This is an optimization exercise on Yosys and OpenROAD, whose aim is small area, not a production implementation.

== v6 ==
==> flow/design.v <==
module perceptron_uart (
    input  wire rst_n,
    input  wire clk,
    input  wire rx,
    output wire tx
);
    reg [4:0] p;                  
    reg [5:0] j;                  
    wire rev_end = (p == 5'd31);
    always @(posedge clk) begin
        p <= p + 5'd1;
        j <= (j == 6'd0) ? 6'd32 : j - 6'd1;
    end
    reg rxs;                      
    reg rxm, txm;                 
    reg txq;                      
    reg [2:0] bc;                 
    wire clr = (bc == 3'd6);
    reg [5:0] q;                  
    reg [3:0] k;                  
    reg [1:0] op;                 
    reg bb;                       
    assign tx = txq;
    wire tick = rev_end && (q == 6'd38);
    wire idle = !rxm && !txm;
    wire start = idle && !rxs;
    reg [31:0] wr;
    reg [32:0] ir;
    wire wt = wr[0];
    wire it = ir[32];
    wire [3:0] a = p[3:0];
    wire valid = !j[5] && (j[4] != p[4]);      
    wire [3:0] tgt = {~bc[0], k[2:0]};
    wire sel_in = op[1] & op[0];
    wire [4:0] cmpv = sel_in ? {~j[4], j[3:0]} : p;
    wire hit = (cmpv == {bc[1], tgt}) && !(sel_in && j[5]);
    wire dwin = !k[3] && !bc[2];              
    wire ins = rxm && dwin && hit;
    wire w_in = !clr && ((ins && !op[0]) ? bb : wt);
    wire i_in = !clr && ((ins &&  op[0]) ? bb : it);
    always @(posedge clk) begin
        wr <= {w_in, wr[31:1]};
        ir <= {ir[31:0], i_in};
    end
    reg [4:0] ca, cb;             
    reg cr;                       
    wire a15 = (a == 4'd15);
    wire b15 = (j[3:0] == 4'd15);
    wire pp = (wt & it) ^ (a15 ^ b15);
    wire cst = (p == 5'd1) && j[5];           
    wire inc = valid ? pp : cst;
    wire [4:0] an = ca + {4'd0, inc & !p[4]};
    wire [4:0] bn = cb + {4'd0, inc &  p[4]};
    wire sbit = an[0] ^ bn[0] ^ cr;
    wire cout = (an[0] & bn[0]) | (cr & (an[0] ^ bn[0]));
    always @(posedge clk) begin
        if (rev_end) begin
            if (j == 6'd17) begin             
                ca <= 5'd0;
                cb <= 5'd0;
            end else begin
                ca <= {1'b0, an[4:1]};
                cb <= {1'b0, bn[4:1]};
            end
            cr <= (j == 6'd29) ? 1'b0 : cout;  
        end else begin
            ca <= an;
            cb <= bn;
        end
    end
    wire [5:0] rn = {2'b00, ~bc[0], k[2:0]};
    wire [5:0] jp3 = j + 6'd3;
    wire rmatch = (jp3[5:4] == 2'b00 && jp3[3:0] == rn[3:0]) ||
                  (jp3[5:2] == 4'b1000 && rn[3:2] == 2'b00 && rn[1:0] != 2'd3 && jp3[1:0] == rn[1:0] + 2'd1);
    wire [2:0] e = k[2:0];
    wire cbit = (e == 3'd0) ? op[1] :
                (e == 3'd2) || (e == 3'd5) || (e == 3'd6);
    wire expb = op[1] ? (k == 4'd3 || k == 4'd4) : (k == 4'd1);
    always @(posedge clk) begin
        if (start) q <= 6'd19;
        else if (rev_end) q <= (q == 6'd38) ? 6'd0 : q + 6'd1;
        if (start) k <= 4'd14;
        else if (tick) begin
            if ((rxm && k == 4'd7) || (txm && k == 4'd9)) k <= 4'd0;
            else k <= k + 4'd1;
        end
        if (rxm && tick && bc == 3'd7) begin
            if (k == 4'd15) op[0] <= rxs;
            else if (k == 4'd0) op[1] <= rxs;
            else if (k <= 4'd6 && rxs != expb) op <= 2'b00;
        end
        if (rxm) begin
            if (tick) bb <= rxs;
        end else if (txm && !k[3]) begin
            if (bc == 3'd7) bb <= cbit;
            else if (!bc[2]) begin
                if (hit) bb <= wt;
            end else if (rev_end && rmatch) bb <= sbit;
        end
    end
    always @(posedge clk or negedge rst_n) begin
        if (!rst_n) begin
            rxs <= 1'b1;
            rxm <= 1'b0;
            txm <= 1'b0;
            txq <= 1'b1;
            bc  <= 3'd6;
        end else begin
            rxs <= rx;
            if (tick && rxm && clr) bc <= 3'd7;
            if (start) rxm <= 1'b1;
            if (rxm && tick && k == 4'd7) begin
                rxm <= 1'b0;
                if (bc == 3'd7) begin
                    if (op == 2'b01) begin
                        txm <= 1'b1;
                        txq <= 1'b0;
                    end else if (op[1]) begin
                        bc <= 3'd0;
                    end
                end else if (bc == 3'd3) begin
                    txm <= 1'b1;
                    txq <= 1'b0;
                    bc  <= 3'd7;
                end else begin
                    bc <= bc + 3'd1;
                end
            end
            if (txm && tick) begin
                if (!k[3]) txq <= bb;
                else if (k == 4'd8) txq <= 1'b1;
                else if ((bc == 3'd7 && op[1]) || bc == 3'd5) begin
                    txm <= 1'b0;
                    bc  <= 3'd7;
                end else begin
                    txq <= 1'b0;
                    bc  <= bc + 3'd1;
                end
            end
        end
    end
endmodule
clock: 12.0 ns
lec_check: 0
cap_margin: 20
core_margin: 2
core_utilization: 60
slew_margin: 20
standard.sh (not shown) runs the stock make flow with config.mk's settings and CLKGATE_MAP_FILE= SYNTH_SCRIPT=/design/flow/synth_recipe.tcl, a recipe that flattens the netlist after the stock synthesis.
==> flow/flow/run.sh <==
#!/bin/bash
# Own layout flow: the standard ORFS flow, with an area-oriented ABC script
# for the combinational logic, adders left to ABC, and a leaner clock tree.
# Registers come out of synthesis exactly as in the standard flow (same
# dfflibmap step); only the combinational mapping and CTS settings differ.
set -euo pipefail
W=$(pwd)
rm -rf "$W/scripts_mod"
cp -r "$FLOW_HOME/scripts" "$W/scripts_mod"
cp "$W/flow/abc_area.script" "$W/scripts_mod/abc_area.script"
CTS="${CTS_OVERRIDE:-$(cat "$W/flow/cts_args.txt")}"
bash "$W/standard.sh" SCRIPTS_DIR="$W/scripts_mod" ABC_AREA=1 ADDER_MAP_FILE= \
    "CTS_ARGS=$CTS" finish > "$W/standard.log" 2>&1
==> flow/flow/abc_area.script <==
strash
dch -f
map -a
mfs2
strash
dch -f
map -a
topo
==> flow/flow/cts_args.txt <==
-sink_clustering_enable -repair_clock_nets -dont_use_dummy_load -buf_list sky130_fd_sc_hd__clkbuf_16 -sink_clustering_size 60 -sink_clustering_max_diameter 200
diff inputs: v6 => v7
==> flow/flow/cts_args.txt <==
-sink_clustering_enable -repair_clock_nets -dont_use_dummy_load -buf_list sky130_fd_sc_hd__clkbuf_8 -sink_clustering_size 30 -sink_clustering_max_diameter 100
v7 did not stop at any stage, and its layout met the timing, DRC and antenna checks.
| layout sequential cell count | v7 vs v6 | ≈ equal |
[compare] base=v6 new=v7: maximum frequency decreased by about 0.6% relative to the old numbers; die width held steady; first-pass GRT wire length down about 2.8%.
Logic depth of the worst setup path including buffers: v6 vs v7 identical
Compared with v6, v7 shows met3 track demand over resource in global routing lower by 0.89 points.
Diff v6..v7 | number of synthesized flops with an enable pin | unchanged
The final reports for v7 and v6 show worst hold slack across all endpoints lower in the former.
Function was not checked in any run of this note: the RTL went through the layout flow alone.

re-timing with driven ports:
In the flow no input, the clock included, has a driving cell. The finished layouts below were timed again as built, in two steps. Step 1 assumes that a clkbuf_16 drives the clock port and a buf_2 every other input. Step 2 adds t to the input delays and takes it off the output delays; t is the mean of the earliest and latest rising clock arrival at the registers after step 1. Input paths then give back, and output paths get back, about the clock's delay inside the block. Slacks: ideal / step 1 / step 2; pairs: ideal / step 1.
run	shift t [ns]	setup slack, ns	worst setup path at the end	latest minus earliest clock arrival (ns)
v6	0.366	8.214 / 8.175 / 8.541	register to output	0.023 / 0.023
v7	0.368	8.191 / 8.159 / 8.527	register to output	0.036 / 0.036
After both steps every run listed still meets setup and hold.
